This is an optimization exercise on Yosys and OpenROAD, whose aim is small area, not a production implementation. Function was checked by simulation only, so behaviour that the tests miss may differ from the original. No activity file was given, so power comes from the tool's default toggle rates. The clock port is modelled as an ideal driver; clocking choices that lean on that would not hold on a real chip.

## run A
// ospi_flash
module ospi_flash(
    input wire clk,
    output wire [7:0] OSPI_IO_out,
    output wire OSPI_IO_oe,
    input wire OSPI_CS,
    input wire reset_n,
    input wire write_enable,
    input wire read_enable,
    input wire erase_enable,
    input wire [7:0] data_in,
    input wire [23:0] address,
    output reg [7:0] data_out,
    input wire HOLD_N,
    input wire [1:0] mode
);
Size in the first run: roughly 6200 cells after synthesis, ~2100 flip-flops, ~58 I/O pins.
==> flow/config.mk <==
export PLATFORM = sky130hd
export DESIGN_NAME = ospi_flash
export DESIGN_NICKNAME = ospi_flash
export VERILOG_FILES = /design/flow/design.v
export SDC_FILE = /design/flow/constraint.sdc
export NUM_CORES = 8
export LEC_CHECK = 0
export CAP_MARGIN = 40
export CORE_MARGIN = 2
export CORE_UTILIZATION = 75
export CTS_BUF_LIST = sky130_fd_sc_hd__clkbuf_16
export CTS_CLUSTER_DIAMETER = 80
export CTS_CLUSTER_SIZE = 30
export PLACE_DENSITY = 0.85
export SLEW_MARGIN = 40
export SYNTH_HIERARCHICAL = 1
export SYNTH_MINIMUM_KEEP_SIZE = 0
==> flow/constraint.sdc <==
create_clock -name core_clock -period 14.0 [get_ports {clk}]
set_input_delay 2.8000 -clock core_clock [delete_from_list [all_inputs] [get_ports {clk}]]
set_output_delay 2.8000 -clock core_clock [all_outputs]
set_load 0.01 [all_outputs]
standard.sh (not shown) runs the stock make flow with config.mk's settings and CLKGATE_MAP_FILE= SYNTH_SCRIPT=/design/flow/synth_recipe.tcl, a recipe that flattens the netlist after the stock synthesis.
==> flow/flow/run.sh <==
#!/bin/bash
# The standard layout, with two changes: port buffers use the smallest
# buffer cell, and clock tree synthesis inserts no dummy loads.
set -euo pipefail
export BUFFER_PORTS_ARGS="-buffer_cell sky130_fd_sc_hd__buf_1"
export CTS_ARGS="-sink_clustering_enable -repair_clock_nets -dont_use_dummy_load -buf_list sky130_fd_sc_hd__clkbuf_8 -sink_clustering_size 20 -sink_clustering_max_diameter 60"
bash standard.sh > standard.log 2>&1
Having completed the whole flow, run A delivered a layout that passed the timing, DRC and antenna checks.
> inputs changed (run A -> run B)
- CTS_CLUSTER_DIAMETER removed (was 80)
- CTS_CLUSTER_SIZE removed (was 30)
- CTS_BUF_LIST changed from sky130_fd_sc_hd__clkbuf_16 to sky130_fd_sc_hd__clkbuf_4 sky130_fd_sc_hd__clkbuf_8
==> flow/run.sh (new file) <==
#!/bin/bash
# synth_recipe.tcl (not shown) runs the flow's synth.tcl, then flattens the netlist and writes it again
# the make line also repeats each setting of config.mk as NAME=value (left out here)
make -C /OpenROAD-flow-scripts/flow DESIGN_CONFIG=/design/flow/config.mk WORK_HOME=/design/flow/orfs CLKGATE_MAP_FILE= SYNTH_SCRIPT=/design/flow/synth_recipe.tcl finish
removed: flow/flow/run.sh
removed: flow/standard.sh
Findings:
- Against run A, run B reports a sequential share of layout area that is lower.
- From run A to run B the numbers moved as follows: net count after synthesis has remained practically unchanged, via count saw an increase, power consumption now sits higher, first-pass GRT wire length rose by 18000 µm.
- NOTE: total number of H-tree levels in run B exceeds that of run A
- Between run B and run A, it is run B whose register-to-register setup slack is higher, by 0.08 ns.
- Run A has higher share of total power in combinational logic than run B.
For run C, these inputs were changed with respect to run B:
- an added CTS_CLUSTER_DIAMETER of 80
- an added CTS_CLUSTER_SIZE of 30
- a change of CTS_BUF_LIST from sky130_fd_sc_hd__clkbuf_4 sky130_fd_sc_hd__clkbuf_8 to sky130_fd_sc_hd__clkbuf_16
==> flow/flow/run.sh (new file) <==
#!/bin/bash
# The standard layout, with two changes: port buffers use the smallest
# buffer cell, and clock tree synthesis inserts no dummy loads.
set -euo pipefail
export BUFFER_PORTS_ARGS="-buffer_cell sky130_fd_sc_hd__buf_1"
export CTS_ARGS="-sink_clustering_enable -repair_clock_nets -dont_use_dummy_load -buf_list sky130_fd_sc_hd__clkbuf_16 -sink_clustering_size 30 -sink_clustering_max_diameter 80"
bash standard.sh > standard.log 2>&1
==> flow/standard.sh (new file) <==
#!/bin/bash
# synth_recipe.tcl (not shown) runs the flow's synth.tcl, then flattens the netlist and writes it again
# the make line also repeats each setting of config.mk as NAME=value (left out here)
make -C /OpenROAD-flow-scripts/flow DESIGN_CONFIG=/design/flow/config.mk WORK_HOME=/design/flow/orfs CLKGATE_MAP_FILE= SYNTH_SCRIPT=/design/flow/synth_recipe.tcl "${@:-finish}"
removed: flow/run.sh
Notes after the runs:
Number of buffers and inverters on the critical path: run B vs run C, no meaningful difference
[compare] base=run B new=run C: multi-input combinational area share grew by 2.2 points, power share of the sequential group rose by 14 points, number of non-filler instances in the completed layout decreased by 444 relative to the old numbers, biggest cell delay along the critical path fell 0.17 ns.
Delta(count of buffers not belonging to the clock network in the layout, run C - run B) < 0
Capture point of the worst path: OSPI_IO_out[5] -> run C, OSPI_IO_out[0] -> run B
Changes observed in run C relative to run B: power in sequential cells shows no meaningful change, estimated wirelength of the detail-placed design shows no meaningful change.
Input changes introduced in run D (baseline for comparison: run C):
- changing CAP_MARGIN from 40 to 25
- setting GPL_ROUTABILITY_DRIVEN to 0 for the first time
- changing SLEW_MARGIN from 40 to 25
Findings:
- On post-route clock skew, run D and run C are basically level.
- Changes observed in run D relative to run C: met3 capacity usage during global routing decreased 0.56 points; synthesized cell count essentially unchanged.
- Between run D and run C, the area fraction of clock buffers and clock inverters does not differ in any meaningful way.
- Going from run C to run D, global-route track usage on met2 has increased; share of cell area taken by flip-flops and latches has remained practically unchanged; highest ir drop seen on vdd has increased.
- Any difference in leakage power total between run C and run D is small enough to ignore.
- Run D vs run C: wire length of the first global-routing pass up
- Comparing run C against run D, there is no change at all in critical path depth.
- ~same hold slack in run D and run C
diff inputs: run D => run E
- setting GPL_TIMING_DRIVEN to 0 for the first time
- changing SLEW_MARGIN from 25 to 40
- changing CAP_MARGIN from 25 to 40
- removing GPL_ROUTABILITY_DRIVEN (formerly 0)
==> flow/run.sh (new file) <==
#!/bin/bash
# synth_recipe.tcl (not shown) runs the flow's synth.tcl, then flattens the netlist and writes it again
# the make line also repeats each setting of config.mk as NAME=value (left out here)
make -C /OpenROAD-flow-scripts/flow DESIGN_CONFIG=/design/flow/config.mk WORK_HOME=/design/flow/orfs CLKGATE_MAP_FILE= SYNTH_SCRIPT=/design/flow/synth_recipe.tcl finish
removed: flow/flow/run.sh
removed: flow/standard.sh
==> summary.txt <==
Run E: flow completed, timing, DRC and antenna clean. Going from run D to run E, detail-routed net length per standard cell climbed 0.68%, via count climbed 4.8%, number of buffers added on ports dropped about 7%. Looking at detailed route wirelength on metal2, run E sits above run D. Setup slack in run E is smaller than in run D. In the reports for run D and run E, the larger utilization belongs to run E. Run E ended with more internal power component than run D. The layout-stage area growth over the synthesis result number comes out lower for run D vs run E. Against run D as the reference, run E delivers a higher routed wire length. Power ends up lower on run D. Of the two candidates, run D has the better net switching component of the power and run E the worse one.

========
old:
Starting RTL as in the previous note.
clock: 14.0 ns
lec_check: 0
cap_margin: 40
core_margin: 2
core_utilization: 75
cts_buf_list: sky130_fd_sc_hd__clkbuf_16
cts_cluster_diameter: 80
cts_cluster_size: 30
place_density: 0.85
slew_margin: 40
synth_hierarchical: 1
synth_minimum_keep_size: 0
run.sh (not shown) runs the stock make flow with config.mk's settings and CLKGATE_MAP_FILE= SYNTH_SCRIPT=/design/flow/synth_recipe.tcl, a recipe that flattens the netlist after the stock synthesis.
Stock flow here: none of the scripts above is used.
Changes in new relative to old:
-- flow/config.mk --
<<< old, line 11
export CTS_BUF_LIST = sky130_fd_sc_hd__clkbuf_16
export CTS_CLUSTER_DIAMETER = 80
export CTS_CLUSTER_SIZE = 30
export PLACE_DENSITY = 0.85
>>> new, line 11
export CTS_BUF_LIST = sky130_fd_sc_hd__clkbuf_16
export CTS_CLUSTER_DIAMETER = 50
export CTS_CLUSTER_SIZE = 20
export PLACE_DENSITY = 0.85
## What came out
- old → new: maximum frequency lost 0.32%, fraction of area in registers -2.4 points, multi-input logic area comparable, maximum ir drop on the vdd rail picked up an extra 15%.
- | area of all placed cells without fillers | new vs old | worse |
- Timing, DRC, antenna: 0 failures across new and old
- Final critical-path required period, new and old: lower on old

========
Another version of the RTL of ospi_flash (not shown whole).
For scale: ~6,100 cells after synthesis, about 2,100 flip-flops, roughly 58 I/O pins.
==> flow/design.v (excerpt) <==
module ospi_flash(
    input wire clk,
    output wire [7:0] OSPI_IO_out,
    output wire OSPI_IO_oe,
    input wire OSPI_CS,
    input wire reset_n,
    input wire write_enable,
    input wire read_enable,
    input wire erase_enable,
    input wire [7:0] data_in,
    input wire [23:0] address,
    output reg [7:0] data_out,
    input wire HOLD_N,
    input wire [1:0] mode
);
    reg hold_active;
    reg ph;                        
    reg [7:0] st [0:255];          
    wire [7:0] a = address[7:0];
    wire act = !hold_active && !OSPI_CS;
    wire we  = reset_n && act && (write_enable || erase_enable);
    wire [7:0] wdn = ~((erase_enable ? 8'hFF : data_in) ^ {8{ph}});
    wire [7:0] wd;
    genvar k;
    generate
        for (k = 0; k < 8; k = k + 1) begin : g_wd
            ospi_nand2 u_wd (.a(we), .b(wdn[k]), .y(wd[k]));
        end
    endgenerate
    wire [15:0] pa, pb;
    genvar i, j, b;
    generate
        for (i = 0; i < 16; i = i + 1) begin : g_pre
            assign pa[i] = (a[3:0] == i);
            assign pb[i] = (a[7:4] == i);
        end
    endgenerate
    wire wen = ~we;
    wire [255:0] sn, w;
    wire [7:0] nx [0:255];
    wire [7:0] hit [0:127];
    generate
        for (j = 0; j < 16; j = j + 1) begin : g_hi
            for (i = 0; i < 16; i = i + 1) begin : g_lo
                localparam integer R = 16 * j + i;
                ospi_nand2 u_sn (.a(pa[i]), .b(pb[j]), .y(sn[R]));
                ospi_nor2  u_w  (.a(sn[R]), .b(wen), .y(w[R]));
                for (b = 0; b < 8; b = b + 1) begin : g_bit
                    ospi_oai22 u_nx (.a1(st[R][b]), .a2(w[R]), .b1(wd[b]), .b2(sn[R]), .y(nx[R][b]));
                end
                always @(posedge clk)
                    st[R] <= nx[R];
            end
        end
        for (i = 0; i < 128; i = i + 1) begin : g_pair
            for (b = 0; b < 8; b = b + 1) begin : g_bit
                ospi_oai22 u_hit (.a1(st[2*i][b]), .a2(sn[2*i]), .b1(st[2*i+1][b]), .b2(sn[2*i+1]), .y(hit[i][b]));
            end
        end
    endgenerate
    wire [7:0] l2 [0:7];
    wire [7:0] l3 [0:3];
    wire [7:0] sel;
    generate
        for (b = 0; b < 8; b = b + 1) begin : g_or
            for (i = 0; i < 8; i = i + 1) begin : g_l2
  ...
Settings: LEC_CHECK=0, CAP_MARGIN=25, CORE_MARGIN=2, CORE_UTILIZATION=80, CTS_BUF_LIST=sky130_fd_sc_hd__clkbuf_16, CTS_CLUSTER_DIAMETER=80, CTS_CLUSTER_SIZE=30, PLACE_DENSITY=0.9, SLEW_MARGIN=25, SYNTH_HIERARCHICAL=1, SYNTH_MINIMUM_KEEP_SIZE=0; clock period 14.0 ns.
standard.sh (not shown) runs the stock make flow with config.mk's settings and CLKGATE_MAP_FILE= SYNTH_SCRIPT=/design/flow/synth_recipe.tcl, a recipe that flattens the netlist after the stock synthesis.
==> flow/flow/run.sh <==
#!/bin/bash
# The standard layout, with two changes: port buffers use the smallest
# buffer cell, and clock tree synthesis inserts no dummy loads.
set -euo pipefail
export BUFFER_PORTS_ARGS="-buffer_cell sky130_fd_sc_hd__buf_1"
export CTS_ARGS="-sink_clustering_enable -repair_clock_nets -dont_use_dummy_load -buf_list sky130_fd_sc_hd__clkbuf_4 -sink_clustering_size 10 -sink_clustering_max_diameter 40"
bash standard.sh > standard.log 2>&1
Change:
==> flow/flow/run.sh (replaced) <==
#!/bin/bash
# The standard layout, with two changes: port buffers use the smallest
# buffer cell, and clock tree synthesis inserts no dummy loads.
set -euo pipefail
export BUFFER_PORTS_ARGS="-buffer_cell sky130_fd_sc_hd__buf_1"
export CTS_ARGS="-sink_clustering_enable -repair_clock_nets -dont_use_dummy_load -buf_list sky130_fd_sc_hd__clkbuf_8 -sink_clustering_size 18 -sink_clustering_max_diameter 60"
bash standard.sh > standard.log 2>&1
The changed run ran to the end with no violations.
Cell area stays flat.
Non-clock buffer count stays the same.
First-iteration DRC count hardly moves.
Via count shrinks by 0.73%.
Cell count shrinks by 1.3%.
Power goes up by 0.85%.
Combinational power hardly moves.
Utilization goes up by 0.19 points.
Count of clock-buffer cells in the layout goes down by 92.
Sequential power hardly moves.
Critical path depth does not change.
Change:
==> flow/flow/run.sh (replaced) <==
#!/bin/bash
# The standard layout, with two changes: port buffers use the smallest
# buffer cell, and clock tree synthesis inserts no dummy loads.
set -euo pipefail
export BUFFER_PORTS_ARGS="-buffer_cell sky130_fd_sc_hd__buf_1"
export CTS_ARGS="-sink_clustering_enable -repair_clock_nets -dont_use_dummy_load -buf_list sky130_fd_sc_hd__clkbuf_4 -sink_clustering_buffer sky130_fd_sc_hd__clkbuf_8 -sink_clustering_size 18 -sink_clustering_max_diameter 60"
bash standard.sh > standard.log 2>&1
Hold slack is about the same.
Wire length fell by about 0.4%.
Power shrinks by 0.84%.
Setup slack gains 0.049 ns.
Design area stays flat.
Register-to-register slack is about the same.
Final cell count is about the same.

-- static timing again, ports no longer ideal --
The results above use ideal ports. As a check the final layouts listed here were re-extracted and re-timed, cells and wires unchanged.
Step 1 sets driving cells, clkbuf_16 on the clock port and buf_2 on the other inputs (assumed; they add their load-dependent delay and slew).
Step 2 also shifts input and output timing later by t, the mid clock arrival at the registers, as if the neighbouring blocks saw the same clock.
a / b / c = ideal ports / drivers / drivers and shift; a / b = the first two.
| run | t, ns | setup WS [ns] | worst setup path at the end |
|---|---|---|---|
| run A | 0.888 | 3.064 / 2.936 / 2.936 | input to output |
| run B | 1.012 | 2.034 / 1.958 / 1.958 | input to output |
| run C | 0.760 | 3.046 / 2.940 / 2.940 | input to output |
| run D | 0.750 | 2.374 / 2.234 / 2.234 | input to output |
| run E | 0.762 | 1.679 / 1.646 / 1.646 | input to output |
| old | 0.768 | 2.067 / 1.989 / 1.989 | input to output |
| new | 0.845 | 2.028 / 1.963 / 1.963 | input to output |
| the first run of note 3 | 1.188 | 3.412 / 3.358 / 3.358 | input to output |
| the second run of note 3 | 0.881 | 3.414 / 3.359 / 3.359 | input to output |
| the third run of note 3 | 1.062 | 3.463 / 3.408 / 3.408 | input to output |
After both steps setup and hold are still met in every run listed. For run D, which loses most, drivers alone change the setup slack by -0.140 ns; drivers and shift together by -0.140 ns.
